This design comes from an exercise in tuning for small area, a short achievable clock period and few clock cycles per item on the open sky130 flow, not from production work. The RTL was checked by simulation tests, not by an equivalence proof against the original design.

===== config.mk =====
export PLATFORM = sky130hd
export DESIGN_NAME = vs4x400_core
export DESIGN_NICKNAME = vs4x400_core
export VERILOG_FILES = /design/flow/design.v
export SDC_FILE = /design/flow/constraint.sdc
export NUM_CORES = 4
export LEC_CHECK = 0
export CAP_MARGIN = 20
export CORE_MARGIN = 2
export CORE_UTILIZATION = 40
export SLEW_MARGIN = 20

===== constraint.sdc =====
create_clock -name core_clock -period 16.0 [get_ports {clk}]
set_input_delay 3.2000 -clock core_clock [delete_from_list [all_inputs] [get_ports {clk}]]
set_output_delay 3.2000 -clock core_clock [all_outputs]
set_load 0.01 [all_outputs]

===== design.v =====
module vs4x400_core (
    input clk, input reset,
    input start_search,
    input [9:0] vector_count,
    input [7:0] dim_size,
    output reg [11:0] mem_addr,
    input signed [63:0] mem_data,
    output [31:0] max_score,
    output reg [7:0] winner_id,
    output reg busy
);
    reg fetch;             
    reg first;             
    reg [4:0] krem;        
    reg [8:0] vrem;        
    wire last_word = (krem == 5'd1);
    wire last_vec = (vrem == 9'd1);
    always @(posedge clk or posedge reset) begin
        if (reset) begin
            fetch <= 1'b0;
            mem_addr <= 12'd0;
        end else begin
            fetch <= start_search | (fetch & ~(last_word & last_vec));
            mem_addr <= fetch ? mem_addr + 12'd1 : 12'd0;
        end
    end
    always @(posedge clk) begin
        krem <= (~fetch | last_word) ? dim_size[7:3] : krem - 5'd1;
        vrem <= ~fetch ? vector_count[8:0] : (last_word ? vrem - 9'd1 : vrem);
        first <= ~fetch | last_word;
    end
    reg [63:0] d1;
    wire [47:0] enc0;
    reg [47:0] enc1;
    assign enc0[0] = mem_data[8] ^ 1'b0;
    assign enc0[1] = (mem_data[9] & ~mem_data[8] & ~1'b0) | (~mem_data[9] & mem_data[8] & 1'b0);
    assign enc0[2] = mem_data[9];
    assign enc0[3] = mem_data[10] ^ mem_data[9];
    assign enc0[4] = (mem_data[11] & ~mem_data[10] & ~mem_data[9]) | (~mem_data[11] & mem_data[10] & mem_data[9]);
    assign enc0[5] = mem_data[11];
    assign enc0[6] = mem_data[12] ^ mem_data[11];
    assign enc0[7] = (mem_data[13] & ~mem_data[12] & ~mem_data[11]) | (~mem_data[13] & mem_data[12] & mem_data[11]);
    assign enc0[8] = mem_data[13];
    assign enc0[9] = mem_data[14] ^ mem_data[13];
    assign enc0[10] = (mem_data[15] & ~mem_data[14] & ~mem_data[13]) | (~mem_data[15] & mem_data[14] & mem_data[13]);
    assign enc0[11] = mem_data[15];
    assign enc0[12] = mem_data[24] ^ 1'b0;
    assign enc0[13] = (mem_data[25] & ~mem_data[24] & ~1'b0) | (~mem_data[25] & mem_data[24] & 1'b0);
    assign enc0[14] = mem_data[25];
    assign enc0[15] = mem_data[26] ^ mem_data[25];
    assign enc0[16] = (mem_data[27] & ~mem_data[26] & ~mem_data[25]) | (~mem_data[27] & mem_data[26] & mem_data[25]);
    assign enc0[17] = mem_data[27];
    assign enc0[18] = mem_data[28] ^ mem_data[27];
    assign enc0[19] = (mem_data[29] & ~mem_data[28] & ~mem_data[27]) | (~mem_data[29] & mem_data[28] & mem_data[27]);
    assign enc0[20] = mem_data[29];
    assign enc0[21] = mem_data[30] ^ mem_data[29];
    assign enc0[22] = (mem_data[31] & ~mem_data[30] & ~mem_data[29]) | (~mem_data[31] & mem_data[30] & mem_data[29]);
    assign enc0[23] = mem_data[31];
    assign enc0[24] = mem_data[40] ^ 1'b0;
    assign enc0[25] = (mem_data[41] & ~mem_data[40] & ~1'b0) | (~mem_data[41] & mem_data[40] & 1'b0);
    assign enc0[26] = mem_data[41];
    assign enc0[27] = mem_data[42] ^ mem_data[41];
    assign enc0[28] = (mem_data[43] & ~mem_data[42] & ~mem_data[41]) | (~mem_data[43] & mem_data[42] & mem_data[41]);
    assign enc0[29] = mem_data[43];
    assign enc0[30] = mem_data[44] ^ mem_data[43];
    assign enc0[31] = (mem_data[45] & ~mem_data[44] & ~mem_data[43]) | (~mem_data[45] & mem_data[44] & mem_data[43]);
    assign enc0[32] = mem_data[45];
    assign enc0[33] = mem_data[46] ^ mem_data[45];
    assign enc0[34] = (mem_data[47] & ~mem_data[46] & ~mem_data[45]) | (~mem_data[47] & mem_data[46] & mem_data[45]);
    assign enc0[35] = mem_data[47];
    assign enc0[36] = mem_data[56] ^ 1'b0;
    assign enc0[37] = (mem_data[57] & ~mem_data[56] & ~1'b0) | (~mem_data[57] & mem_data[56] & 1'b0);
    assign enc0[38] = mem_data[57];
    assign enc0[39] = mem_data[58] ^ mem_data[57];
    assign enc0[40] = (mem_data[59] & ~mem_data[58] & ~mem_data[57]) | (~mem_data[59] & mem_data[58] & mem_data[57]);
    assign enc0[41] = mem_data[59];
    assign enc0[42] = mem_data[60] ^ mem_data[59];
    assign enc0[43] = (mem_data[61] & ~mem_data[60] & ~mem_data[59]) | (~mem_data[61] & mem_data[60] & mem_data[59]);
    assign enc0[44] = mem_data[61];
    assign enc0[45] = mem_data[62] ^ mem_data[61];
    assign enc0[46] = (mem_data[63] & ~mem_data[62] & ~mem_data[61]) | (~mem_data[63] & mem_data[62] & mem_data[61]);
    assign enc0[47] = mem_data[63];
    reg f1;                
    reg l1;                
    reg e1;                
    reg [21:0] acc_s, acc_c;
    wire [21:0] as_q = f1 ? 22'd0 : acc_s;
    wire [21:0] ac_q = f1 ? 22'd0 : acc_c;
    wire q1;
    wire q2;
    wire q3;
    wire q4;
    wire q5;
    wire q6;
    wire q7;
    wire q8;
    wire q9;
    wire nb10;
    wire q11;
    wire q12;
    wire q13;
    wire q14;
    wire q15;
    wire q16;
    wire q17;
    wire q18;
    wire q19;
    wire nb20;
    wire q21;
    wire q22;
    wire q23;
    wire q24;
    wire q25;
    wire q26;
    wire q27;
    wire q28;
    wire q29;
    wire nb30;
    wire q31;
    wire q32;
    wire q33;
    wire q34;
    wire q35;
    wire q36;
    wire q37;
    wire q38;
    wire q39;
    wire nb40;
    wire q41;
    wire q42;
    wire q43;
    wire q44;
    wire q45;
    wire q46;
    wire q47;
    wire q48;
    wire q49;
    wire nb50;
    wire q51;
    wire q52;
    wire q53;
    wire q54;
    wire q55;
    wire q56;
    wire q57;
    wire q58;
    wire q59;
    wire nb60;
    wire q61;
    wire q62;
    wire q63;
    wire q64;
    wire q65;
    wire q66;
    wire q67;
    wire q68;
    wire q69;
    wire nb70;
    wire q71;
    wire q72;
    wire q73;
    wire q74;
    wire q75;
    wire q76;
    wire q77;
    wire q78;
    wire q79;
    wire nb80;
    wire q81;
    wire q82;
    wire q83;
    wire q84;
    wire q85;
    wire q86;
    wire q87;
    wire q88;
    wire q89;
    wire nb90;
    wire q91;
    wire q92;
    wire q93;
    wire q94;
    wire q95;
    wire q96;
    wire q97;
    wire q98;
    wire q99;
    wire nb100;
    wire q101;
    wire q102;
    wire q103;
    wire q104;
    wire q105;
    wire q106;
    wire q107;
    wire q108;
    wire q109;
    wire nb110;
    wire q111;
    wire q112;
    wire q113;
    wire q114;
    wire q115;
    wire q116;
    wire q117;
    wire q118;
    wire q119;
    wire nb120;
    wire q121;
    wire q122;
    wire q123;
    wire q124;
    wire q125;
    wire q126;
    wire q127;
    wire q128;
    wire q129;
    wire nb130;
    wire q131;
    wire q132;
    wire q133;
    wire q134;
    wire q135;
    wire q136;
    wire q137;
    wire q138;
    wire q139;
    wire nb140;
    wire q141;
    wire q142;
    wire q143;
    wire q144;
    wire q145;
    wire q146;
    wire q147;
    wire q148;
    wire q149;
    wire nb150;
    wire q151;
    wire q152;
    wire q153;
    wire q154;
    wire q155;
    wire q156;
    wire q157;
    wire q158;
    wire q159;
    wire nb160;
    wire s1;
    wire c1;
    wire s2;
    wire c2;
    wire s3;
    wire c3;
    wire s4;
    wire c4;
    wire s5;
    wire c5;
    wire s6;
    wire c6;
    wire s7;
    wire c7;
    wire s8;
    wire c8;
    wire s9;
    wire c9;
    wire s10;
    wire c10;
    wire s11;
    wire c11;
    wire s12;
    wire c12;
    wire s13;
    wire c13;
    wire s14;
    wire c14;
    wire s15;
    wire c15;
    wire s16;
    wire c16;
    wire s17;
    wire c17;
    wire s18;
    wire c18;
    wire s19;
    wire c19;
    wire s20;
    wire c20;
    wire s21;
    wire c21;
    wire s22;
    wire c22;
    wire s23;
    wire c23;
    wire s24;
    wire c24;
    wire s25;
    wire c25;
    wire s26;
    wire c26;
    wire s27;
    wire c27;
    wire s28;
    wire c28;
    wire s29;
    wire c29;
    wire s30;
    wire c30;
    wire s31;
    wire c31;
    wire s32;
    wire c32;
    wire s33;
    wire c33;
    wire s34;
    wire c34;
    wire s35;
    wire c35;
    wire s36;
    wire c36;
    wire s37;
    wire c37;
    wire s38;
    wire c38;
    wire s39;
    wire c39;
    wire s40;
    wire c40;
    wire s41;
    wire c41;
    wire s42;
    wire c42;
    wire s43;
    wire c43;
    wire s44;
    wire c44;
    wire s45;
    wire c45;
    wire s46;
    wire c46;
    wire s47;
    wire c47;
    wire s48;
    wire c48;
    wire s49;
    wire c49;
    wire s50;
    wire c50;
    wire s51;
    wire c51;
    wire s52;
    wire c52;
    wire s53;
    wire c53;
    wire s54;
    wire c54;
    wire s55;
    wire c55;
    wire s56;
    wire c56;
    wire s57;
    wire c57;
    wire s58;
    wire c58;
    wire s59;
    wire c59;
    wire s60;
    wire c60;
    wire s61;
    wire c61;
    wire s62;
    wire c62;
    wire s63;
    wire c63;
    wire s64;
    wire c64;
    wire s65;
    wire c65;
    wire s66;
    wire c66;
    wire s67;
    wire c67;
    wire s68;
    wire c68;
    wire s69;
    wire c69;
    wire s70;
    wire c70;
    wire s71;
    wire c71;
    wire s72;
    wire c72;
    wire s73;
    wire c73;
    wire s74;
    wire c74;
    wire s75;
    wire c75;
    wire s76;
    wire c76;
    wire s77;
    wire c77;
    wire s78;
    wire c78;
    wire s79;
    wire c79;
    wire s80;
    wire c80;
    wire s81;
    wire c81;
    wire s82;
    wire c82;
    wire s83;
    wire c83;
    wire s84;
    wire c84;
    wire s85;
    wire c85;
    wire s86;
    wire c86;
    wire s87;
    wire c87;
    wire s88;
    wire c88;
    wire s89;
    wire c89;
    wire s90;
    wire c90;
    wire s91;
    wire c91;
    wire s92;
    wire c92;
    wire s93;
    wire c93;
    wire s94;
    wire c94;
    wire s95;
    wire c95;
    wire s96;
    wire c96;
    wire s97;
    wire c97;
    wire s98;
    wire c98;
    wire s99;
    wire c99;
    wire s100;
    wire c100;
    wire s101;
    wire c101;
    wire s102;
    wire c102;
    wire s103;
    wire c103;
    wire s104;
    wire c104;
    wire s105;
    wire c105;
    wire s106;
    wire c106;
    wire s107;
    wire c107;
    wire s108;
    wire c108;
    wire s109;
    wire c109;
    wire s110;
    wire c110;
    wire s111;
    wire c111;
    wire s112;
    wire c112;
    wire s113;
    wire c113;
    wire s114;
    wire c114;
    wire s115;
    wire c115;
    wire s116;
    wire c116;
    wire s117;
    wire c117;
    wire s118;
    wire c118;
    wire s119;
    wire c119;
    wire s120;
    wire c120;
    wire s121;
    wire c121;
    wire s122;
    wire c122;
    wire s123;
    wire c123;
    wire s124;
    wire c124;
    wire s125;
    wire c125;
    wire s126;
    wire c126;
    wire s127;
    wire c127;
    wire s128;
    wire c128;
    wire s129;
    wire c129;
    wire s130;
    wire c130;
    wire s131;
    wire c131;
    wire s132;
    wire c132;
    wire s133;
    wire c133;
    wire s134;
    wire c134;
    wire s135;
    wire c135;
    wire s136;
    wire c136;
    wire s137;
    wire c137;
    wire s138;
    wire c138;
    wire s139;
    wire c139;
    wire s140;
    wire c140;
    wire s141;
    wire c141;
    wire s142;
    wire c142;
    wire s143;
    wire c143;
    wire s144;
    wire c144;
    wire s145;
    wire c145;
    wire s146;
    wire c146;
    wire s147;
    wire c147;
    wire s148;
    wire c148;
    wire s149;
    wire c149;
    wire s150;
    wire c150;
    wire s151;
    wire c151;
    wire s152;
    wire c152;
    wire s153;
    wire c153;
    wire s154;
    wire c154;
    wire s155;
    wire c155;
    wire s156;
    wire c156;
    wire s157;
    wire c157;
    wire s158;
    wire c158;
    wire s159;
    wire c159;
    wire s160;
    wire c160;
    wire s161;
    wire c161;
    wire s162;
    wire c162;
    wire s163;
    wire c163;
    wire s164;
    wire c164;
    wire s165;
    wire c165;
    wire s166;
    wire c166;
    wire s167;
    wire c167;
    wire s168;
    wire c168;
    wire s169;
    wire c169;
    wire s170;
    wire c170;
    wire s171;
    wire c171;
    wire s172;
    wire c172;
    wire s173;
    wire c173;
    wire s174;
    wire c174;
    wire s175;
    wire c175;
    wire s176;
    wire c176;
    assign q1 = (enc1[0] & d1[0]) ^ enc1[2];
    assign q2 = ((enc1[0] & d1[1]) | (enc1[1] & d1[0])) ^ enc1[2];
    assign q3 = ((enc1[0] & d1[2]) | (enc1[1] & d1[1])) ^ enc1[2];
    assign q4 = ((enc1[0] & d1[3]) | (enc1[1] & d1[2])) ^ enc1[2];
    assign q5 = ((enc1[0] & d1[4]) | (enc1[1] & d1[3])) ^ enc1[2];
    assign q6 = ((enc1[0] & d1[5]) | (enc1[1] & d1[4])) ^ enc1[2];
    assign q7 = ((enc1[0] & d1[6]) | (enc1[1] & d1[5])) ^ enc1[2];
    assign q8 = ((enc1[0] & d1[7]) | (enc1[1] & d1[6])) ^ enc1[2];
    assign q9 = ((enc1[0] & d1[7]) | (enc1[1] & d1[7])) ^ enc1[2];
    assign nb10 = ~q9;
    assign q11 = (enc1[3] & d1[0]) ^ enc1[5];
    assign q12 = ((enc1[3] & d1[1]) | (enc1[4] & d1[0])) ^ enc1[5];
    assign q13 = ((enc1[3] & d1[2]) | (enc1[4] & d1[1])) ^ enc1[5];
    assign q14 = ((enc1[3] & d1[3]) | (enc1[4] & d1[2])) ^ enc1[5];
    assign q15 = ((enc1[3] & d1[4]) | (enc1[4] & d1[3])) ^ enc1[5];
    assign q16 = ((enc1[3] & d1[5]) | (enc1[4] & d1[4])) ^ enc1[5];
    assign q17 = ((enc1[3] & d1[6]) | (enc1[4] & d1[5])) ^ enc1[5];
    assign q18 = ((enc1[3] & d1[7]) | (enc1[4] & d1[6])) ^ enc1[5];
    assign q19 = ((enc1[3] & d1[7]) | (enc1[4] & d1[7])) ^ enc1[5];
    assign nb20 = ~q19;
    assign q21 = (enc1[6] & d1[0]) ^ enc1[8];
    assign q22 = ((enc1[6] & d1[1]) | (enc1[7] & d1[0])) ^ enc1[8];
    assign q23 = ((enc1[6] & d1[2]) | (enc1[7] & d1[1])) ^ enc1[8];
    assign q24 = ((enc1[6] & d1[3]) | (enc1[7] & d1[2])) ^ enc1[8];
    assign q25 = ((enc1[6] & d1[4]) | (enc1[7] & d1[3])) ^ enc1[8];
    assign q26 = ((enc1[6] & d1[5]) | (enc1[7] & d1[4])) ^ enc1[8];
    assign q27 = ((enc1[6] & d1[6]) | (enc1[7] & d1[5])) ^ enc1[8];
    assign q28 = ((enc1[6] & d1[7]) | (enc1[7] & d1[6])) ^ enc1[8];
    assign q29 = ((enc1[6] & d1[7]) | (enc1[7] & d1[7])) ^ enc1[8];
    assign nb30 = ~q29;
    assign q31 = (enc1[9] & d1[0]) ^ enc1[11];
    assign q32 = ((enc1[9] & d1[1]) | (enc1[10] & d1[0])) ^ enc1[11];
    assign q33 = ((enc1[9] & d1[2]) | (enc1[10] & d1[1])) ^ enc1[11];
    assign q34 = ((enc1[9] & d1[3]) | (enc1[10] & d1[2])) ^ enc1[11];
    assign q35 = ((enc1[9] & d1[4]) | (enc1[10] & d1[3])) ^ enc1[11];
    assign q36 = ((enc1[9] & d1[5]) | (enc1[10] & d1[4])) ^ enc1[11];
    assign q37 = ((enc1[9] & d1[6]) | (enc1[10] & d1[5])) ^ enc1[11];
    assign q38 = ((enc1[9] & d1[7]) | (enc1[10] & d1[6])) ^ enc1[11];
    assign q39 = ((enc1[9] & d1[7]) | (enc1[10] & d1[7])) ^ enc1[11];
    assign nb40 = ~q39;
    assign q41 = (enc1[12] & d1[16]) ^ enc1[14];
    assign q42 = ((enc1[12] & d1[17]) | (enc1[13] & d1[16])) ^ enc1[14];
    assign q43 = ((enc1[12] & d1[18]) | (enc1[13] & d1[17])) ^ enc1[14];
    assign q44 = ((enc1[12] & d1[19]) | (enc1[13] & d1[18])) ^ enc1[14];
    assign q45 = ((enc1[12] & d1[20]) | (enc1[13] & d1[19])) ^ enc1[14];
    assign q46 = ((enc1[12] & d1[21]) | (enc1[13] & d1[20])) ^ enc1[14];
    assign q47 = ((enc1[12] & d1[22]) | (enc1[13] & d1[21])) ^ enc1[14];
    assign q48 = ((enc1[12] & d1[23]) | (enc1[13] & d1[22])) ^ enc1[14];
    assign q49 = ((enc1[12] & d1[23]) | (enc1[13] & d1[23])) ^ enc1[14];
    assign nb50 = ~q49;
    assign q51 = (enc1[15] & d1[16]) ^ enc1[17];
    assign q52 = ((enc1[15] & d1[17]) | (enc1[16] & d1[16])) ^ enc1[17];
    assign q53 = ((enc1[15] & d1[18]) | (enc1[16] & d1[17])) ^ enc1[17];
    assign q54 = ((enc1[15] & d1[19]) | (enc1[16] & d1[18])) ^ enc1[17];
    assign q55 = ((enc1[15] & d1[20]) | (enc1[16] & d1[19])) ^ enc1[17];
    assign q56 = ((enc1[15] & d1[21]) | (enc1[16] & d1[20])) ^ enc1[17];
    assign q57 = ((enc1[15] & d1[22]) | (enc1[16] & d1[21])) ^ enc1[17];
    assign q58 = ((enc1[15] & d1[23]) | (enc1[16] & d1[22])) ^ enc1[17];
    assign q59 = ((enc1[15] & d1[23]) | (enc1[16] & d1[23])) ^ enc1[17];
    assign nb60 = ~q59;
    assign q61 = (enc1[18] & d1[16]) ^ enc1[20];
    assign q62 = ((enc1[18] & d1[17]) | (enc1[19] & d1[16])) ^ enc1[20];
    assign q63 = ((enc1[18] & d1[18]) | (enc1[19] & d1[17])) ^ enc1[20];
    assign q64 = ((enc1[18] & d1[19]) | (enc1[19] & d1[18])) ^ enc1[20];
    assign q65 = ((enc1[18] & d1[20]) | (enc1[19] & d1[19])) ^ enc1[20];
    assign q66 = ((enc1[18] & d1[21]) | (enc1[19] & d1[20])) ^ enc1[20];
    assign q67 = ((enc1[18] & d1[22]) | (enc1[19] & d1[21])) ^ enc1[20];
    assign q68 = ((enc1[18] & d1[23]) | (enc1[19] & d1[22])) ^ enc1[20];
    assign q69 = ((enc1[18] & d1[23]) | (enc1[19] & d1[23])) ^ enc1[20];
    assign nb70 = ~q69;
    assign q71 = (enc1[21] & d1[16]) ^ enc1[23];
    assign q72 = ((enc1[21] & d1[17]) | (enc1[22] & d1[16])) ^ enc1[23];
    assign q73 = ((enc1[21] & d1[18]) | (enc1[22] & d1[17])) ^ enc1[23];
    assign q74 = ((enc1[21] & d1[19]) | (enc1[22] & d1[18])) ^ enc1[23];
    assign q75 = ((enc1[21] & d1[20]) | (enc1[22] & d1[19])) ^ enc1[23];
    assign q76 = ((enc1[21] & d1[21]) | (enc1[22] & d1[20])) ^ enc1[23];
    assign q77 = ((enc1[21] & d1[22]) | (enc1[22] & d1[21])) ^ enc1[23];
    assign q78 = ((enc1[21] & d1[23]) | (enc1[22] & d1[22])) ^ enc1[23];
    assign q79 = ((enc1[21] & d1[23]) | (enc1[22] & d1[23])) ^ enc1[23];
    assign nb80 = ~q79;
    assign q81 = (enc1[24] & d1[32]) ^ enc1[26];
    assign q82 = ((enc1[24] & d1[33]) | (enc1[25] & d1[32])) ^ enc1[26];
    assign q83 = ((enc1[24] & d1[34]) | (enc1[25] & d1[33])) ^ enc1[26];
    assign q84 = ((enc1[24] & d1[35]) | (enc1[25] & d1[34])) ^ enc1[26];
    assign q85 = ((enc1[24] & d1[36]) | (enc1[25] & d1[35])) ^ enc1[26];
    assign q86 = ((enc1[24] & d1[37]) | (enc1[25] & d1[36])) ^ enc1[26];
    assign q87 = ((enc1[24] & d1[38]) | (enc1[25] & d1[37])) ^ enc1[26];
    assign q88 = ((enc1[24] & d1[39]) | (enc1[25] & d1[38])) ^ enc1[26];
    assign q89 = ((enc1[24] & d1[39]) | (enc1[25] & d1[39])) ^ enc1[26];
    assign nb90 = ~q89;
    assign q91 = (enc1[27] & d1[32]) ^ enc1[29];
    assign q92 = ((enc1[27] & d1[33]) | (enc1[28] & d1[32])) ^ enc1[29];
    assign q93 = ((enc1[27] & d1[34]) | (enc1[28] & d1[33])) ^ enc1[29];
    assign q94 = ((enc1[27] & d1[35]) | (enc1[28] & d1[34])) ^ enc1[29];
    assign q95 = ((enc1[27] & d1[36]) | (enc1[28] & d1[35])) ^ enc1[29];
    assign q96 = ((enc1[27] & d1[37]) | (enc1[28] & d1[36])) ^ enc1[29];
    assign q97 = ((enc1[27] & d1[38]) | (enc1[28] & d1[37])) ^ enc1[29];
    assign q98 = ((enc1[27] & d1[39]) | (enc1[28] & d1[38])) ^ enc1[29];
    assign q99 = ((enc1[27] & d1[39]) | (enc1[28] & d1[39])) ^ enc1[29];
    assign nb100 = ~q99;
    assign q101 = (enc1[30] & d1[32]) ^ enc1[32];
    assign q102 = ((enc1[30] & d1[33]) | (enc1[31] & d1[32])) ^ enc1[32];
    assign q103 = ((enc1[30] & d1[34]) | (enc1[31] & d1[33])) ^ enc1[32];
    assign q104 = ((enc1[30] & d1[35]) | (enc1[31] & d1[34])) ^ enc1[32];
    assign q105 = ((enc1[30] & d1[36]) | (enc1[31] & d1[35])) ^ enc1[32];
    assign q106 = ((enc1[30] & d1[37]) | (enc1[31] & d1[36])) ^ enc1[32];
    assign q107 = ((enc1[30] & d1[38]) | (enc1[31] & d1[37])) ^ enc1[32];
    assign q108 = ((enc1[30] & d1[39]) | (enc1[31] & d1[38])) ^ enc1[32];
    assign q109 = ((enc1[30] & d1[39]) | (enc1[31] & d1[39])) ^ enc1[32];
    assign nb110 = ~q109;
    assign q111 = (enc1[33] & d1[32]) ^ enc1[35];
    assign q112 = ((enc1[33] & d1[33]) | (enc1[34] & d1[32])) ^ enc1[35];
    assign q113 = ((enc1[33] & d1[34]) | (enc1[34] & d1[33])) ^ enc1[35];
    assign q114 = ((enc1[33] & d1[35]) | (enc1[34] & d1[34])) ^ enc1[35];
    assign q115 = ((enc1[33] & d1[36]) | (enc1[34] & d1[35])) ^ enc1[35];
    assign q116 = ((enc1[33] & d1[37]) | (enc1[34] & d1[36])) ^ enc1[35];
    assign q117 = ((enc1[33] & d1[38]) | (enc1[34] & d1[37])) ^ enc1[35];
    assign q118 = ((enc1[33] & d1[39]) | (enc1[34] & d1[38])) ^ enc1[35];
    assign q119 = ((enc1[33] & d1[39]) | (enc1[34] & d1[39])) ^ enc1[35];
    assign nb120 = ~q119;
    assign q121 = (enc1[36] & d1[48]) ^ enc1[38];
    assign q122 = ((enc1[36] & d1[49]) | (enc1[37] & d1[48])) ^ enc1[38];
    assign q123 = ((enc1[36] & d1[50]) | (enc1[37] & d1[49])) ^ enc1[38];
    assign q124 = ((enc1[36] & d1[51]) | (enc1[37] & d1[50])) ^ enc1[38];
    assign q125 = ((enc1[36] & d1[52]) | (enc1[37] & d1[51])) ^ enc1[38];
    assign q126 = ((enc1[36] & d1[53]) | (enc1[37] & d1[52])) ^ enc1[38];
    assign q127 = ((enc1[36] & d1[54]) | (enc1[37] & d1[53])) ^ enc1[38];
    assign q128 = ((enc1[36] & d1[55]) | (enc1[37] & d1[54])) ^ enc1[38];
    assign q129 = ((enc1[36] & d1[55]) | (enc1[37] & d1[55])) ^ enc1[38];
    assign nb130 = ~q129;
    assign q131 = (enc1[39] & d1[48]) ^ enc1[41];
    assign q132 = ((enc1[39] & d1[49]) | (enc1[40] & d1[48])) ^ enc1[41];
    assign q133 = ((enc1[39] & d1[50]) | (enc1[40] & d1[49])) ^ enc1[41];
    assign q134 = ((enc1[39] & d1[51]) | (enc1[40] & d1[50])) ^ enc1[41];
    assign q135 = ((enc1[39] & d1[52]) | (enc1[40] & d1[51])) ^ enc1[41];
    assign q136 = ((enc1[39] & d1[53]) | (enc1[40] & d1[52])) ^ enc1[41];
    assign q137 = ((enc1[39] & d1[54]) | (enc1[40] & d1[53])) ^ enc1[41];
    assign q138 = ((enc1[39] & d1[55]) | (enc1[40] & d1[54])) ^ enc1[41];
    assign q139 = ((enc1[39] & d1[55]) | (enc1[40] & d1[55])) ^ enc1[41];
    assign nb140 = ~q139;
    assign q141 = (enc1[42] & d1[48]) ^ enc1[44];
    assign q142 = ((enc1[42] & d1[49]) | (enc1[43] & d1[48])) ^ enc1[44];
    assign q143 = ((enc1[42] & d1[50]) | (enc1[43] & d1[49])) ^ enc1[44];
    assign q144 = ((enc1[42] & d1[51]) | (enc1[43] & d1[50])) ^ enc1[44];
    assign q145 = ((enc1[42] & d1[52]) | (enc1[43] & d1[51])) ^ enc1[44];
    assign q146 = ((enc1[42] & d1[53]) | (enc1[43] & d1[52])) ^ enc1[44];
    assign q147 = ((enc1[42] & d1[54]) | (enc1[43] & d1[53])) ^ enc1[44];
    assign q148 = ((enc1[42] & d1[55]) | (enc1[43] & d1[54])) ^ enc1[44];
    assign q149 = ((enc1[42] & d1[55]) | (enc1[43] & d1[55])) ^ enc1[44];
    assign nb150 = ~q149;
    assign q151 = (enc1[45] & d1[48]) ^ enc1[47];
    assign q152 = ((enc1[45] & d1[49]) | (enc1[46] & d1[48])) ^ enc1[47];
    assign q153 = ((enc1[45] & d1[50]) | (enc1[46] & d1[49])) ^ enc1[47];
    assign q154 = ((enc1[45] & d1[51]) | (enc1[46] & d1[50])) ^ enc1[47];
    assign q155 = ((enc1[45] & d1[52]) | (enc1[46] & d1[51])) ^ enc1[47];
    assign q156 = ((enc1[45] & d1[53]) | (enc1[46] & d1[52])) ^ enc1[47];
    assign q157 = ((enc1[45] & d1[54]) | (enc1[46] & d1[53])) ^ enc1[47];
    assign q158 = ((enc1[45] & d1[55]) | (enc1[46] & d1[54])) ^ enc1[47];
    assign q159 = ((enc1[45] & d1[55]) | (enc1[46] & d1[55])) ^ enc1[47];
    assign nb160 = ~q159;
    assign s1 = enc1[2] ^ enc1[14] ^ enc1[26];
    assign c1 = (enc1[2] & enc1[14]) | (enc1[26] & (enc1[2] ^ enc1[14]));
    assign s2 = enc1[38] ^ as_q[0] ^ ac_q[0];
    assign c2 = (enc1[38] & as_q[0]) | (ac_q[0] & (enc1[38] ^ as_q[0]));
    assign s3 = q1 ^ q41 ^ q81;
    assign c3 = (q1 & q41) | (q81 & (q1 ^ q41));
    assign s4 = q121 ^ s1 ^ s2;
    assign c4 = (q121 & s1) | (s2 & (q121 ^ s1));
    assign s5 = as_q[1] ^ ac_q[1] ^ q2;
    assign c5 = (as_q[1] & ac_q[1]) | (q2 & (as_q[1] ^ ac_q[1]));
    assign s6 = q42 ^ q82 ^ q122;
    assign c6 = (q42 & q82) | (q122 & (q42 ^ q82));
    assign s7 = c1 ^ c2 ^ c3;
    assign c7 = (c1 & c2) | (c3 & (c1 ^ c2));
    assign s8 = c4 ^ s5 ^ s6;
    assign c8 = (c4 & s5) | (s6 & (c4 ^ s5));
    assign s9 = enc1[5] ^ enc1[17] ^ enc1[29];
    assign c9 = (enc1[5] & enc1[17]) | (enc1[29] & (enc1[5] ^ enc1[17]));
    assign s10 = enc1[41] ^ as_q[2] ^ ac_q[2];
    assign c10 = (enc1[41] & as_q[2]) | (ac_q[2] & (enc1[41] ^ as_q[2]));
    assign s11 = q3 ^ q11 ^ q43;
    assign c11 = (q3 & q11) | (q43 & (q3 ^ q11));
    assign s12 = q51 ^ q83 ^ q91;
    assign c12 = (q51 & q83) | (q91 & (q51 ^ q83));
    assign s13 = q123 ^ q131 ^ s9;
    assign c13 = (q123 & q131) | (s9 & (q123 ^ q131));
    assign s14 = s10 ^ c5 ^ c6;
    assign c14 = (s10 & c5) | (c6 & (s10 ^ c5));
    assign s15 = s11 ^ s12 ^ s13;
    assign c15 = (s11 & s12) | (s13 & (s11 ^ s12));
    assign s16 = c7 ^ c8 ^ s14;
    assign c16 = (c7 & c8) | (s14 & (c7 ^ c8));
    assign s17 = as_q[3] ^ ac_q[3] ^ q4;
    assign c17 = (as_q[3] & ac_q[3]) | (q4 & (as_q[3] ^ ac_q[3]));
    assign s18 = q12 ^ q44 ^ q52;
    assign c18 = (q12 & q44) | (q52 & (q12 ^ q44));
    assign s19 = q84 ^ q92 ^ q124;
    assign c19 = (q84 & q92) | (q124 & (q84 ^ q92));
    assign s20 = q132 ^ c9 ^ c10;
    assign c20 = (q132 & c9) | (c10 & (q132 ^ c9));
    assign s21 = c11 ^ c12 ^ c13;
    assign c21 = (c11 & c12) | (c13 & (c11 ^ c12));
    assign s22 = s17 ^ s18 ^ s19;
    assign c22 = (s17 & s18) | (s19 & (s17 ^ s18));
    assign s23 = s20 ^ c14 ^ c15;
    assign c23 = (s20 & c14) | (c15 & (s20 ^ c14));
    assign s24 = s21 ^ s22 ^ c16;
    assign c24 = (s21 & s22) | (c16 & (s21 ^ s22));
    assign s25 = enc1[8] ^ enc1[20] ^ enc1[32];
    assign c25 = (enc1[8] & enc1[20]) | (enc1[32] & (enc1[8] ^ enc1[20]));
    assign s26 = enc1[44] ^ as_q[4] ^ ac_q[4];
    assign c26 = (enc1[44] & as_q[4]) | (ac_q[4] & (enc1[44] ^ as_q[4]));
    assign s27 = q5 ^ q13 ^ q21;
    assign c27 = (q5 & q13) | (q21 & (q5 ^ q13));
    assign s28 = q45 ^ q53 ^ q61;
    assign c28 = (q45 & q53) | (q61 & (q45 ^ q53));
    assign s29 = q85 ^ q93 ^ q101;
    assign c29 = (q85 & q93) | (q101 & (q85 ^ q93));
    assign s30 = q125 ^ q133 ^ q141;
    assign c30 = (q125 & q133) | (q141 & (q125 ^ q133));
    assign s31 = s25 ^ s26 ^ c17;
    assign c31 = (s25 & s26) | (c17 & (s25 ^ s26));
    assign s32 = c18 ^ c19 ^ c20;
    assign c32 = (c18 & c19) | (c20 & (c18 ^ c19));
    assign s33 = s27 ^ s28 ^ s29;
    assign c33 = (s27 & s28) | (s29 & (s27 ^ s28));
    assign s34 = s30 ^ c21 ^ c22;
    assign c34 = (s30 & c21) | (c22 & (s30 ^ c21));
    assign s35 = s31 ^ s32 ^ s33;
    assign c35 = (s31 & s32) | (s33 & (s31 ^ s32));
    assign s36 = c23 ^ s34 ^ s35;
    assign c36 = (c23 & s34) | (s35 & (c23 ^ s34));
    assign s37 = as_q[5] ^ ac_q[5] ^ q6;
    assign c37 = (as_q[5] & ac_q[5]) | (q6 & (as_q[5] ^ ac_q[5]));
    assign s38 = q14 ^ q22 ^ q46;
    assign c38 = (q14 & q22) | (q46 & (q14 ^ q22));
    assign s39 = q54 ^ q62 ^ q86;
    assign c39 = (q54 & q62) | (q86 & (q54 ^ q62));
    assign s40 = q94 ^ q102 ^ q126;
    assign c40 = (q94 & q102) | (q126 & (q94 ^ q102));
    assign s41 = q134 ^ q142 ^ c25;
    assign c41 = (q134 & q142) | (c25 & (q134 ^ q142));
    assign s42 = c26 ^ c27 ^ c28;
    assign c42 = (c26 & c27) | (c28 & (c26 ^ c27));
    assign s43 = c29 ^ c30 ^ s37;
    assign c43 = (c29 & c30) | (s37 & (c29 ^ c30));
    assign s44 = s38 ^ s39 ^ s40;
    assign c44 = (s38 & s39) | (s40 & (s38 ^ s39));
    assign s45 = s41 ^ c31 ^ c32;
    assign c45 = (s41 & c31) | (c32 & (s41 ^ c31));
    assign s46 = c33 ^ s42 ^ s43;
    assign c46 = (c33 & s42) | (s43 & (c33 ^ s42));
    assign s47 = s44 ^ c34 ^ c35;
    assign c47 = (s44 & c34) | (c35 & (s44 ^ c34));
    assign s48 = s45 ^ s46 ^ c36;
    assign c48 = (s45 & s46) | (c36 & (s45 ^ s46));
    assign s49 = enc1[11] ^ enc1[23] ^ enc1[35];
    assign c49 = (enc1[11] & enc1[23]) | (enc1[35] & (enc1[11] ^ enc1[23]));
    assign s50 = enc1[47] ^ as_q[6] ^ ac_q[6];
    assign c50 = (enc1[47] & as_q[6]) | (ac_q[6] & (enc1[47] ^ as_q[6]));
    assign s51 = q7 ^ q15 ^ q23;
    assign c51 = (q7 & q15) | (q23 & (q7 ^ q15));
    assign s52 = q31 ^ q47 ^ q55;
    assign c52 = (q31 & q47) | (q55 & (q31 ^ q47));
    assign s53 = q63 ^ q71 ^ q87;
    assign c53 = (q63 & q71) | (q87 & (q63 ^ q71));
    assign s54 = q95 ^ q103 ^ q111;
    assign c54 = (q95 & q103) | (q111 & (q95 ^ q103));
    assign s55 = q127 ^ q135 ^ q143;
    assign c55 = (q127 & q135) | (q143 & (q127 ^ q135));
    assign s56 = q151 ^ s49 ^ s50;
    assign c56 = (q151 & s49) | (s50 & (q151 ^ s49));
    assign s57 = c37 ^ c38 ^ c39;
    assign c57 = (c37 & c38) | (c39 & (c37 ^ c38));
    assign s58 = c40 ^ c41 ^ s51;
    assign c58 = (c40 & c41) | (s51 & (c40 ^ c41));
    assign s59 = s52 ^ s53 ^ s54;
    assign c59 = (s52 & s53) | (s54 & (s52 ^ s53));
    assign s60 = s55 ^ s56 ^ c42;
    assign c60 = (s55 & s56) | (c42 & (s55 ^ s56));
    assign s61 = c43 ^ c44 ^ s57;
    assign c61 = (c43 & c44) | (s57 & (c43 ^ c44));
    assign s62 = s58 ^ s59 ^ c45;
    assign c62 = (s58 & s59) | (c45 & (s58 ^ s59));
    assign s63 = c46 ^ s60 ^ s61;
    assign c63 = (c46 & s60) | (s61 & (c46 ^ s60));
    assign s64 = c47 ^ s62 ^ s63;
    assign c64 = (c47 & s62) | (s63 & (c47 ^ s62));
    assign s65 = as_q[7] ^ ac_q[7] ^ q8;
    assign c65 = (as_q[7] & ac_q[7]) | (q8 & (as_q[7] ^ ac_q[7]));
    assign s66 = q16 ^ q24 ^ q32;
    assign c66 = (q16 & q24) | (q32 & (q16 ^ q24));
    assign s67 = q48 ^ q56 ^ q64;
    assign c67 = (q48 & q56) | (q64 & (q48 ^ q56));
    assign s68 = q72 ^ q88 ^ q96;
    assign c68 = (q72 & q88) | (q96 & (q72 ^ q88));
    assign s69 = q104 ^ q112 ^ q128;
    assign c69 = (q104 & q112) | (q128 & (q104 ^ q112));
    assign s70 = q136 ^ q144 ^ q152;
    assign c70 = (q136 & q144) | (q152 & (q136 ^ q144));
    assign s71 = c49 ^ c50 ^ c51;
    assign c71 = (c49 & c50) | (c51 & (c49 ^ c50));
    assign s72 = c52 ^ c53 ^ c54;
    assign c72 = (c52 & c53) | (c54 & (c52 ^ c53));
    assign s73 = c55 ^ c56 ^ s65;
    assign c73 = (c55 & c56) | (s65 & (c55 ^ c56));
    assign s74 = s66 ^ s67 ^ s68;
    assign c74 = (s66 & s67) | (s68 & (s66 ^ s67));
    assign s75 = s69 ^ s70 ^ c57;
    assign c75 = (s69 & s70) | (c57 & (s69 ^ s70));
    assign s76 = c58 ^ c59 ^ s71;
    assign c76 = (c58 & c59) | (s71 & (c58 ^ c59));
    assign s77 = s72 ^ s73 ^ s74;
    assign c77 = (s72 & s73) | (s74 & (s72 ^ s73));
    assign s78 = c60 ^ c61 ^ s75;
    assign c78 = (c60 & c61) | (s75 & (c60 ^ c61));
    assign s79 = s76 ^ s77 ^ c62;
    assign c79 = (s76 & s77) | (c62 & (s76 ^ s77));
    assign s80 = c63 ^ s78 ^ c64;
    assign c80 = (c63 & s78) | (c64 & (c63 ^ s78));
    assign s81 = as_q[8] ^ ac_q[8] ^ nb10;
    assign c81 = (as_q[8] & ac_q[8]) | (nb10 & (as_q[8] ^ ac_q[8]));
    assign s82 = q17 ^ q25 ^ q33;
    assign c82 = (q17 & q25) | (q33 & (q17 ^ q25));
    assign s83 = nb50 ^ q57 ^ q65;
    assign c83 = (nb50 & q57) | (q65 & (nb50 ^ q57));
    assign s84 = q73 ^ nb90 ^ q97;
    assign c84 = (q73 & nb90) | (q97 & (q73 ^ nb90));
    assign s85 = q105 ^ q113 ^ nb130;
    assign c85 = (q105 & q113) | (nb130 & (q105 ^ q113));
    assign s86 = q137 ^ q145 ^ q153;
    assign c86 = (q137 & q145) | (q153 & (q137 ^ q145));
    assign s87 = c65 ^ c66 ^ c67;
    assign c87 = (c65 & c66) | (c67 & (c65 ^ c66));
    assign s88 = c68 ^ c69 ^ c70;
    assign c88 = (c68 & c69) | (c70 & (c68 ^ c69));
    assign s89 = s81 ^ s82 ^ s83;
    assign c89 = (s81 & s82) | (s83 & (s81 ^ s82));
    assign s90 = s84 ^ s85 ^ s86;
    assign c90 = (s84 & s85) | (s86 & (s84 ^ s85));
    assign s91 = c71 ^ c72 ^ c73;
    assign c91 = (c71 & c72) | (c73 & (c71 ^ c72));
    assign s92 = c74 ^ s87 ^ s88;
    assign c92 = (c74 & s87) | (s88 & (c74 ^ s87));
    assign s93 = s89 ^ s90 ^ c75;
    assign c93 = (s89 & s90) | (c75 & (s89 ^ s90));
    assign s94 = c76 ^ c77 ^ s91;
    assign c94 = (c76 & c77) | (s91 & (c76 ^ c77));
    assign s95 = s92 ^ c78 ^ s93;
    assign c95 = (s92 & c78) | (s93 & (s92 ^ c78));
    assign s96 = s94 ^ c79 ^ s95;
    assign c96 = (s94 & c79) | (s95 & (s94 ^ c79));
    assign s97 = as_q[9] ^ ac_q[9] ^ q18;
    assign c97 = (as_q[9] & ac_q[9]) | (q18 & (as_q[9] ^ ac_q[9]));
    assign s98 = q26 ^ q34 ^ q58;
    assign c98 = (q26 & q34) | (q58 & (q26 ^ q34));
    assign s99 = q66 ^ q74 ^ q98;
    assign c99 = (q66 & q74) | (q98 & (q66 ^ q74));
    assign s100 = q106 ^ q114 ^ q138;
    assign c100 = (q106 & q114) | (q138 & (q106 ^ q114));
    assign s101 = q146 ^ q154 ^ c81;
    assign c101 = (q146 & q154) | (c81 & (q146 ^ q154));
    assign s102 = c82 ^ c83 ^ c84;
    assign c102 = (c82 & c83) | (c84 & (c82 ^ c83));
    assign s103 = c85 ^ c86 ^ s97;
    assign c103 = (c85 & c86) | (s97 & (c85 ^ c86));
    assign s104 = s98 ^ s99 ^ s100;
    assign c104 = (s98 & s99) | (s100 & (s98 ^ s99));
    assign s105 = c87 ^ c88 ^ c89;
    assign c105 = (c87 & c88) | (c89 & (c87 ^ c88));
    assign s106 = c90 ^ s101 ^ s102;
    assign c106 = (c90 & s101) | (s102 & (c90 ^ s101));
    assign s107 = s103 ^ s104 ^ c91;
    assign c107 = (s103 & s104) | (c91 & (s103 ^ s104));
    assign s108 = c92 ^ s105 ^ s106;
    assign c108 = (c92 & s105) | (s106 & (c92 ^ s105));
    assign s109 = c93 ^ c94 ^ s107;
    assign c109 = (c93 & c94) | (s107 & (c93 ^ c94));
    assign s110 = s108 ^ c95 ^ s109;
    assign c110 = (s108 & c95) | (s109 & (s108 ^ c95));
    assign s111 = 1'b1 ^ as_q[10] ^ ac_q[10];
    assign c111 = (1'b1 & as_q[10]) | (ac_q[10] & (1'b1 ^ as_q[10]));
    assign s112 = nb20 ^ q27 ^ q35;
    assign c112 = (nb20 & q27) | (q35 & (nb20 ^ q27));
    assign s113 = nb60 ^ q67 ^ q75;
    assign c113 = (nb60 & q67) | (q75 & (nb60 ^ q67));
    assign s114 = nb100 ^ q107 ^ q115;
    assign c114 = (nb100 & q107) | (q115 & (nb100 ^ q107));
    assign s115 = nb140 ^ q147 ^ q155;
    assign c115 = (nb140 & q147) | (q155 & (nb140 ^ q147));
    assign s116 = s111 ^ c97 ^ c98;
    assign c116 = (s111 & c97) | (c98 & (s111 ^ c97));
    assign s117 = c99 ^ c100 ^ s112;
    assign c117 = (c99 & c100) | (s112 & (c99 ^ c100));
    assign s118 = s113 ^ s114 ^ s115;
    assign c118 = (s113 & s114) | (s115 & (s113 ^ s114));
    assign s119 = c101 ^ c102 ^ c103;
    assign c119 = (c101 & c102) | (c103 & (c101 ^ c102));
    assign s120 = c104 ^ s116 ^ s117;
    assign c120 = (c104 & s116) | (s117 & (c104 ^ s116));
    assign s121 = s118 ^ c105 ^ c106;
    assign c121 = (s118 & c105) | (c106 & (s118 ^ c105));
    assign s122 = s119 ^ s120 ^ c107;
    assign c122 = (s119 & s120) | (c107 & (s119 ^ s120));
    assign s123 = c108 ^ s121 ^ c109;
    assign c123 = (c108 & s121) | (c109 & (c108 ^ s121));
    assign s124 = s122 ^ c110 ^ s123;
    assign c124 = (s122 & c110) | (s123 & (s122 ^ c110));
    assign s125 = 1'b1 ^ as_q[11] ^ ac_q[11];
    assign c125 = (1'b1 & as_q[11]) | (ac_q[11] & (1'b1 ^ as_q[11]));
    assign s126 = q28 ^ q36 ^ q68;
    assign c126 = (q28 & q36) | (q68 & (q28 ^ q36));
    assign s127 = q76 ^ q108 ^ q116;
    assign c127 = (q76 & q108) | (q116 & (q76 ^ q108));
    assign s128 = q148 ^ q156 ^ c111;
    assign c128 = (q148 & q156) | (c111 & (q148 ^ q156));
    assign s129 = s125 ^ c112 ^ c113;
    assign c129 = (s125 & c112) | (c113 & (s125 ^ c112));
    assign s130 = c114 ^ c115 ^ s126;
    assign c130 = (c114 & c115) | (s126 & (c114 ^ c115));
    assign s131 = s127 ^ s128 ^ c116;
    assign c131 = (s127 & s128) | (c116 & (s127 ^ s128));
    assign s132 = c117 ^ c118 ^ s129;
    assign c132 = (c117 & c118) | (s129 & (c117 ^ c118));
    assign s133 = s130 ^ c119 ^ c120;
    assign c133 = (s130 & c119) | (c120 & (s130 ^ c119));
    assign s134 = s131 ^ s132 ^ c121;
    assign c134 = (s131 & s132) | (c121 & (s131 ^ s132));
    assign s135 = s133 ^ c122 ^ s134;
    assign c135 = (s133 & c122) | (s134 & (s133 ^ c122));
    assign s136 = c123 ^ s135;
    assign c136 = c123 & s135;
    assign s137 = as_q[12] ^ ac_q[12] ^ nb30;
    assign c137 = (as_q[12] & ac_q[12]) | (nb30 & (as_q[12] ^ ac_q[12]));
    assign s138 = q37 ^ nb70 ^ q77;
    assign c138 = (q37 & nb70) | (q77 & (q37 ^ nb70));
    assign s139 = nb110 ^ q117 ^ nb150;
    assign c139 = (nb110 & q117) | (nb150 & (nb110 ^ q117));
    assign s140 = q157 ^ c125 ^ c126;
    assign c140 = (q157 & c125) | (c126 & (q157 ^ c125));
    assign s141 = c127 ^ c128 ^ s137;
    assign c141 = (c127 & c128) | (s137 & (c127 ^ c128));
    assign s142 = s138 ^ s139 ^ c129;
    assign c142 = (s138 & s139) | (c129 & (s138 ^ s139));
    assign s143 = c130 ^ s140 ^ s141;
    assign c143 = (c130 & s140) | (s141 & (c130 ^ s140));
    assign s144 = c131 ^ c132 ^ s142;
    assign c144 = (c131 & c132) | (s142 & (c131 ^ c132));
    assign s145 = s143 ^ c133 ^ s144;
    assign c145 = (s143 & c133) | (s144 & (s143 ^ c133));
    assign s146 = c134 ^ s145 ^ c135;
    assign c146 = (c134 & s145) | (c135 & (c134 ^ s145));
    assign s147 = 1'b1 ^ as_q[13] ^ ac_q[13];
    assign c147 = (1'b1 & as_q[13]) | (ac_q[13] & (1'b1 ^ as_q[13]));
    assign s148 = q38 ^ q78 ^ q118;
    assign c148 = (q38 & q78) | (q118 & (q38 ^ q78));
    assign s149 = q158 ^ s147 ^ c137;
    assign c149 = (q158 & s147) | (c137 & (q158 ^ s147));
    assign s150 = c138 ^ c139 ^ s148;
    assign c150 = (c138 & c139) | (s148 & (c138 ^ c139));
    assign s151 = c140 ^ c141 ^ s149;
    assign c151 = (c140 & c141) | (s149 & (c140 ^ c141));
    assign s152 = s150 ^ c142 ^ c143;
    assign c152 = (s150 & c142) | (c143 & (s150 ^ c142));
    assign s153 = s151 ^ c144 ^ s152;
    assign c153 = (s151 & c144) | (s152 & (s151 ^ c144));
    assign s154 = c145 ^ s153;
    assign c154 = c145 & s153;
    assign s155 = as_q[14] ^ ac_q[14] ^ nb40;
    assign c155 = (as_q[14] & ac_q[14]) | (nb40 & (as_q[14] ^ ac_q[14]));
    assign s156 = nb80 ^ nb120 ^ nb160;
    assign c156 = (nb80 & nb120) | (nb160 & (nb80 ^ nb120));
    assign s157 = c147 ^ c148 ^ s155;
    assign c157 = (c147 & c148) | (s155 & (c147 ^ c148));
    assign s158 = s156 ^ c149 ^ c150;
    assign c158 = (s156 & c149) | (c150 & (s156 ^ c149));
    assign s159 = s157 ^ c151 ^ s158;
    assign c159 = (s157 & c151) | (s158 & (s157 ^ c151));
    assign s160 = c152 ^ s159 ^ c153;
    assign c160 = (c152 & s159) | (c153 & (c152 ^ s159));
    assign s161 = 1'b1 ^ as_q[15] ^ ac_q[15];
    assign c161 = (1'b1 & as_q[15]) | (ac_q[15] & (1'b1 ^ as_q[15]));
    assign s162 = s161 ^ c155 ^ c156;
    assign c162 = (s161 & c155) | (c156 & (s161 ^ c155));
    assign s163 = c157 ^ s162 ^ c158;
    assign c163 = (c157 & s162) | (c158 & (c157 ^ s162));
    assign s164 = c159 ^ s163 ^ c160;
    assign c164 = (c159 & s163) | (c160 & (c159 ^ s163));
    assign s165 = as_q[16] ^ ac_q[16] ^ c161;
    assign c165 = (as_q[16] & ac_q[16]) | (c161 & (as_q[16] ^ ac_q[16]));
    assign s166 = s165 ^ c162 ^ c163;
    assign c166 = (s165 & c162) | (c163 & (s165 ^ c162));
    assign s167 = 1'b1 ^ as_q[17] ^ ac_q[17];
    assign c167 = (1'b1 & as_q[17]) | (ac_q[17] & (1'b1 ^ as_q[17]));
    assign s168 = s167 ^ c165 ^ c166;
    assign c168 = (s167 & c165) | (c166 & (s167 ^ c165));
    assign s169 = 1'b1 ^ as_q[18] ^ ac_q[18];
    assign c169 = (1'b1 & as_q[18]) | (ac_q[18] & (1'b1 ^ as_q[18]));
    assign s170 = c167 ^ s169 ^ c168;
    assign c170 = (c167 & s169) | (c168 & (c167 ^ s169));
    assign s171 = 1'b1 ^ as_q[19] ^ ac_q[19];
    assign c171 = (1'b1 & as_q[19]) | (ac_q[19] & (1'b1 ^ as_q[19]));
    assign s172 = c169 ^ s171;
    assign c172 = c169 & s171;
    assign s173 = 1'b1 ^ as_q[20] ^ ac_q[20];
    assign c173 = (1'b1 & as_q[20]) | (ac_q[20] & (1'b1 ^ as_q[20]));
    assign s174 = c171 ^ s173 ^ c172;
    assign c174 = (c171 & s173) | (c172 & (c171 ^ s173));
    assign s175 = 1'b1 ^ as_q[21] ^ ac_q[21];
    assign c175 = (1'b1 & as_q[21]) | (ac_q[21] & (1'b1 ^ as_q[21]));
    assign s176 = c173 ^ s175 ^ c174;
    assign c176 = (c173 & s175) | (c174 & (c173 ^ s175));
    wire [21:0] acc_s_d = {s176, s174, s172, s170, s168, s166, s164, c154, s154, c136, c124, s124, c96, c80, s79, c48, s47, c24, s23, s15, s7, s3};
    wire [21:0] acc_c_d = {1'b0, 1'b0, c170, 1'b0, 1'b0, c164, 1'b0, s160, c146, s146, s136, 1'b0, s110, s96, s80, s64, s48, s36, s24, s16, s8, s4};
    always @(posedge clk or posedge reset) begin
        if (reset) begin
            l1 <= 1'b0;
            e1 <= 1'b0;
        end else begin
            l1 <= fetch & last_word;
            e1 <= fetch & last_word & last_vec;
        end
    end
    always @(posedge clk) begin
        d1 <= mem_data;
        enc1 <= enc0;
        f1 <= first;
        acc_s <= acc_s_d;
        acc_c <= acc_c_d;
    end
    reg d2;                
    reg e2;                
    reg firstv;            
    reg [7:0] vid;         
    reg [21:0] best;
    reg best31;
    wire signed [21:0] score = acc_s + acc_c;
    wire take = d2 & (firstv | (score > $signed(best)));
    always @(posedge clk or posedge reset) begin
        if (reset) begin
            d2 <= 1'b0;
            e2 <= 1'b0;
            busy <= 1'b0;
            best <= 22'd1;
            best31 <= 1'b1;
            winner_id <= 8'hFF;
        end else begin
            d2 <= l1;
            e2 <= e1;
            busy <= start_search | (busy & ~e2);
            if (take) begin
                best <= score;
                best31 <= score[21];
                winner_id <= vid;
            end
        end
    end
    always @(posedge clk) begin
        firstv <= ~busy | (firstv & ~d2);
        vid <= ~busy ? 8'd0 : vid + {7'd0, d2};
    end
    assign max_score = {best31, {9{best[21]}}, best};
endmodule

===== flow/run.sh =====
#!/bin/bash
# The standard layout (standard synthesis unchanged), with two changes to how the layout is
# made: every port still gets a buffer, but outputs get buf_4 and inputs buf_1 instead of the
# delay buffer buffer_ports picks by default; and the resizer's repair aims for setup slack
# below the clock period. Each tool's output is in orfs/logs; make's output in standard.log.
set -euo pipefail
here=$(pwd)
bash standard.sh \
  PRE_GLOBAL_PLACE_TCL="$here/flow/ports.tcl" \
  BUFFER_PORTS_ARGS="-inputs -buffer_cell sky130_fd_sc_hd__buf_1" \
  SETUP_SLACK_MARGIN=11.7 \
  finish > standard.log 2>&1

===== flow/ports.tcl =====
# Sourced before global placement (PRE_GLOBAL_PLACE_TCL): buffer the outputs with buf_4;
# the flow's own buffer_ports call (BUFFER_PORTS_ARGS) then buffers the inputs with buf_1.
buffer_ports -outputs -buffer_cell sky130_fd_sc_hd__buf_4

===== standard.sh =====
#!/bin/bash
# synth_recipe.tcl (not shown) runs the flow's synth.tcl, then flattens the netlist and writes it again
# the make line also repeats each setting of config.mk as NAME=value (left out here)
make -C /OpenROAD-flow-scripts/flow DESIGN_CONFIG=/design/flow/config.mk WORK_HOME=/design/flow/orfs CLKGATE_MAP_FILE= SYNTH_SCRIPT=/design/flow/synth_recipe.tcl "${@:-finish}"

==> results list, run 1 <==
- Ys async rst share: 0.255
- The worst hold path begins at first$_DFF_P_.
- Flop2flop setup slack: 11.79 ns
* Avg Synthesized Cell Area: 10.1 um^2
* # diodes: 0
- Timing would allow up to 0.234 GHz.
* DRC errors left: 0
* Most instantiated cells after synthesis: inv_1 (191), fa_1 (164), dfxtp_1 (134)
- For this design, the sink count on the clock tree is 192.
- 138 I/O pins were placed.
- Fraction of the cycle the final worst path needs: 0.267
* Kind of end point of the critical path: primary output
* Number of enable flip-flop cells after synthesis: 9
* Logic depth of the worst setup path including buffers: 0
- Worst slack after detailed placement: 11.06 ns
- For the worst flop-to-flop path, the logic depth is 11.
- TritonCTS built the clock tree.
- Measured against its own limit, the worst slew margin works out to 0.495.
- Sequential fraction of the synthesis area: 0.294
- The path class of the tightest hold or removal check is register to register.
* Count of distinct cell types in the synthesized netlist: 61
- The H-tree was split into 4 levels.
- Once routing completed, OpenROAD measured the worst setup slack at 11.73 ns.
- Once layout is complete, the utilization of the core stands at 0.448.
- Buffers inserted during clock tree synthesis total 17.
- Core outline area: 0.0353 mm^2
- The clock passes through at most 2 buffers.
* Global-route wire length before repair: 53.4 mm
- In this run, the number of DRC markers left after iteration 0 of detailed routing was 734.
- The smallest clock period supported by the final layout is computed as 4.27 ns.
- For this configuration, the core starts out at a cell density of 0.404.
- Worst EP required: 12.80 ns
* Die area: 0.0372 mm^2
- Cell count after synthesis: 1409
- Arrival time worst endpoint: 1.07 ns
- Most instantiated library cell after synthesis: inv_1
- Number of pins exceeding their max-slew limit in the final report: 0
- Flip-flop and latch count after synthesis: 192
- Setup total negative slack on the finished layout was measured at 0 ns.
- In the final layout, the share of cells above drive strength 1 is 0.119.
* Area leader, netlist: fa_1
* Syn_nets: 1709
- Port buffering added 133 buffers.
* Initial antenna violation count: 1
- Vias: 9651
* Cell at the root of the clock tree: clkbuf_16
* Final hold vios: 0
* Worst setup path endpoint: max_score[29]
- Clock Skews: 0.0111 ns
* Crit-path max FO: 11
- Remaining antenna violation count after routing: 0
- Startpoint types: register
- Pin count of the biggest net entering global routing: 50
- By area the synthesized netlist is led by fa_1 (23%), dfxtp_1 (19%), xnor2_1 (7.7%).
- Endpoint of the worst-slack reg-to-reg timing path: acc_s[10]$_DFF_P_
- Transition time of the tightest slew-check pin: 0.752 ns
- Synth Cell Area: 0.0143 mm^2
- After global routing the overflow that remains totals 0.
* Start of the worst register-to-register path: d1[35]$_DFF_P_
- The later pin in the worst-skew pair is clocked with a latency of 0.45 ns.
- Global Route Usage Sum: 0.190
* Chip width: 193 um
* Max cap viols: 0
- Compared with the post-synthesis result, the final layout area differs by 11.0%.
- Number of iterations in the first detailed-routing pass: 5
- Routability-driven placement finished with a final weighted congestion of 0.961.
- Of the post-synthesis cell area, the dominant cell type holds 0.230.
* Synth warnings: 1
* Count of hold-fix buffers inserted at cts: 0
* Clock slew at the register clock pins of the worst setup and hold paths: 0.07 ns
- Unrepaired setup endpoints after global routing: true
- DP HPWL: 27.0 mm
* Vias in the first global route: 9702
* Category of the critical setup timing path: register to primary output
* Outcome: complete, no violations
- In the final routed layout, each cell accounts on average for 17.9 um.
- After floorplanning, the core was divided into 69 placement rows.
* DR vias/cell: 5.06
- Most used flip-flop cell after synthesis: dfxtp_1
- Setup violations remaining at the end of the flow were counted as 0.
* Final-stage net count: 1734
- The most critical setup path has its startpoint at best[21]$_DFFE_PP0P_.
- The floorplan step set the die height to 193 um.
- The routed design has 34.1 mm of wire.
-- kinds of logic (layout without fill, tap and decap cells) --
group           after synthesis  count (layout)  share of synthesized area
compound gates              264             265                      0.129
xor+xnor                    192             192                      0.118
fa+ha+maj                   215             215                      0.275
buf+inv                     292             329                     0.0807
flops                       192             192                      0.294
mux                          24              24                     0.0188
simple gates                230             230                     0.0851
-- area by class of cell --
cell class	instances	area, um^2
Clock buffer	19	443
Clock inverter	13	150
Fill cell	3365	19500
Inverter	200	758
Multi-Input combinational cell	926	9160
Sequential cell	192	4240
Tap cell	461	577
Timing Repair Buffer	97	503
-- placed cells by master (no fill, tap or decap), types with 4 or more instances in the layout --
cell         n
and2_1      10
a31oi_1      7
dfxtp_1    100
nand2b_1    37
nor2b_1     18
nand3_1     15
dfxtp_2     33
and3_1       6
buf_4        9
a211oi_1    11
clkinv_2     4
a21oi_1     30
a22oi_1    112
nand3b_1    13
nor3_1       8
o31ai_1      7
xor2_1      67
clkbuf_16   17
o21bai_1     4
o211ai_1     4
o21ai_0     48
fa_2         6
inv_6        4
dfstp_2     10
edfxtp_1     9
inv_1      188
nand4_1      7
dfrtp_1     37
nand2_1     48
a21o_1      12
xnor2_1    122
nor2_1      45
ha_1        47
buf_1       80
inv_2        8
fa_1       158
mux2_2      22
-- worst min-delay path by stage --
stage / endpoint / slack [ns] / depth (start not counted)
after global placement: f1$_DFF_P_ / 0.31 / 0
after floorplan: f1$_DFF_P_ / 0.31 / 0
after detailed placement: f1$_DFF_P_ / 0.32 / 0
after global routing: f1$_DFF_P_ / 0.34 / 0
after CTS: f1$_DFF_P_ / 0.33 / 0
final: f1$_DFF_P_ / 0.33 / 0
-- per-layer routing --
layer	share of wire	track usage	vias to the layer above
li1	-	-	4631
met1	0.46	0.265	4731
met2	0.45	0.295	260
met3	0.061	0.0435	29
met4	0.020	0.0558	0
met5	0	0	-
-- state kept, by name, indices dropped and copies added, names as in the netlist, 5 cells and up --
name       flops
mem_addr      12
enc1          48
vrem           9
d1            32
acc_c         16
acc_s         22
krem           5
winner_id      8
best          22
vid            8
-- stage by stage --
step                      instance area (um^2)  cells  hold WS, ns
after floorplan                          14300   1409        0.310
after global placement                   14800   1859        0.314
after detailed placement                 14800   1859        0.318
after CTS                                15600   1899        0.331
after global routing                     15800   1908        0.336
final                                    15800   1908        0.328
-- what timing repair did --
action,CTS,global route
buffers inserted,6,8
resized for setup,35,54
setup endpoints to repair,47,48
cloned,2,0
pin swaps,9,20
Testbench counts, summed over its fixed seeds: cycles 76,099, words 75,811.
==> run 2: changes to the inputs <==
==> flow/run.sh (replaced) <==
#!/bin/bash
# The standard layout (standard synthesis unchanged), with two changes to how the layout is
# made: every port still gets a buffer, but outputs get buf_4 and inputs buf_1 instead of the
# delay buffer buffer_ports picks by default (flow/ports.tcl); and the resizer's repair aims for setup slack
# below the clock period. Each tool's output is in orfs/logs; make's output in standard.log.
set -euo pipefail
here=$(pwd)
bash standard.sh \
  PRE_GLOBAL_PLACE_TCL="$here/flow/ports.tcl" \
  SETUP_SLACK_MARGIN=11.7 \
  finish > standard.log 2>&1
==> flow/ports.tcl (replaced) <==
# Sourced before global placement (PRE_GLOBAL_PLACE_TCL). global_place.tcl then calls
# buffer_ports; this wraps it so that every port still gets a buffer, but inputs get buf_1 and
# outputs buf_4 instead of the delay buffer buffer_ports picks by default. The port buffers are
# marked dont_touch so that later timing repair keeps them.
rename buffer_ports my_std_buffer_ports
proc buffer_ports {args} {
  my_std_buffer_ports -inputs -buffer_cell sky130_fd_sc_hd__buf_1
  my_std_buffer_ports -outputs -buffer_cell sky130_fd_sc_hd__buf_4
  set n 0
  foreach inst [get_cells {input* output*}] {
    set_dont_touch $inst
    incr n
  }
  puts "ports.tcl: $n port buffers marked dont_touch"
}
==> results list, run 2 <==
- The flow did not finish.
- Progress stopped at clock tree synthesis.
- The tool reported: "[ERROR RSZ-3006] Failed to insert buffer before loads for net net95".
- Number of enable flip-flop cells after synthesis: 9
* Most instantiated library cell after synthesis: inv_1
* Sequential fraction of the synthesis area: 0.294
* Syn_nets: 1709
- Counting flops with an async set or reset pin after synthesis yields a share of 0.255.
* Row Count: 69
- Total of buffers placed on input and output ports: 133
- The tree is rooted in a clkbuf_16.
* Sink Count: 192
- Of the post-synthesis cell area, the dominant cell type holds 0.230.
- Measured along the y axis, the die boundary spans 193 um.
- Synth warnings: 1
* Count of distinct cell types in the synthesized netlist: 61
* DP HPWL: 27.1 mm
- Most instantiated cells after synthesis: inv_1 (191), fa_1 (164), dfxtp_1 (134)
* Area leader, netlist: fa_1
- In this run, synthesis produced a sequential element count of 192.
- The clock passes through at most 2 buffers.
- For this configuration, the core starts out at a cell density of 0.404.
- OpenSTA, run right after detailed placement, puts the worst setup slack at 11.07 ns.
- Summing all placed instances gives a cell area of 0.0152 mm^2.
* Chip width: 193 um
* Number of levels the H-tree was split into: 4
- Routability congestion estimate from global placement: 0.934
* Most used flip-flop cell after synthesis: dfxtp_1
- Avg Synthesized Cell Area: 10.1 um^2
- Ranked by total cell area, the synthesized netlist is headed by fa_1 (23%), dfxtp_1 (19%), xnor2_1 (7.7%).
- Synth Cell Area: 0.0143 mm^2
* Number of I/O pins: 138
- In this run, CTS created clock tree buffers numbering 17.
* Cell count after synthesis: 1409
-- run 2: how the worst min path moves through the flow --
stage                        from    endpoint  slack (ns)  cells past startpoint
floorplan           first$_DFF_P_  f1$_DFF_P_        0.31                      0
global placement    first$_DFF_P_  f1$_DFF_P_        0.31                      0
detailed placement  first$_DFF_P_  f1$_DFF_P_        0.31                      0
-- run 2: cells by family after synthesis --
logic type | count (synthesis) | share of synthesized area
adders and majority gates | 215 | 0.275
muxes | 24 | 0.0188
AOI/OAI and AO/OA | 264 | 0.129
and+or+nand+nor | 230 | 0.0851
buffers and inverters | 292 | 0.0807
xor gates and xnor gates | 192 | 0.118
DFF | 192 | 0.294
-- run 2: per-stage QoR --
stage                     utilization  std cells  hold slack (ns)
after global placement          0.429       1912            0.312
after detailed placement        0.429       1912            0.314
after floorplan                     -       1409            0.310

## port drivers added, routing unchanged
The results above use ideal ports. As a check the final layout listed here was re-extracted and re-timed, cells and wires unchanged.
Step 1 (the two cells are an assumption about what drives the block):
set clk [get_ports {clk}]
set_driving_cell -lib_cell sky130_fd_sc_hd__clkbuf_16 $clk
set_driving_cell -lib_cell sky130_fd_sc_hd__buf_2 [delete_from_list [all_inputs] $clk]
Step 2 adds t to the input delays and takes it off the output delays; t is the mean of the earliest and latest rising clock arrival at the registers after step 1. Input paths then give back, and output paths get back, about the clock's delay inside the block.
Slacks: no drivers / after step 1 / after step 2; pairs: no drivers / after step 1.
run: run 1
t, ns: 0.493
setup slack, ns: 11.728 / 11.676 / 11.790
clock arrival spread, ns: 0.012 / 0.012
worst register clock-pin slew, ns: 0.08 / 0.08
After both steps run 1 still meets setup and hold. For run 1, drivers alone change the setup slack by -0.052 ns; drivers and shift together by +0.062 ns.
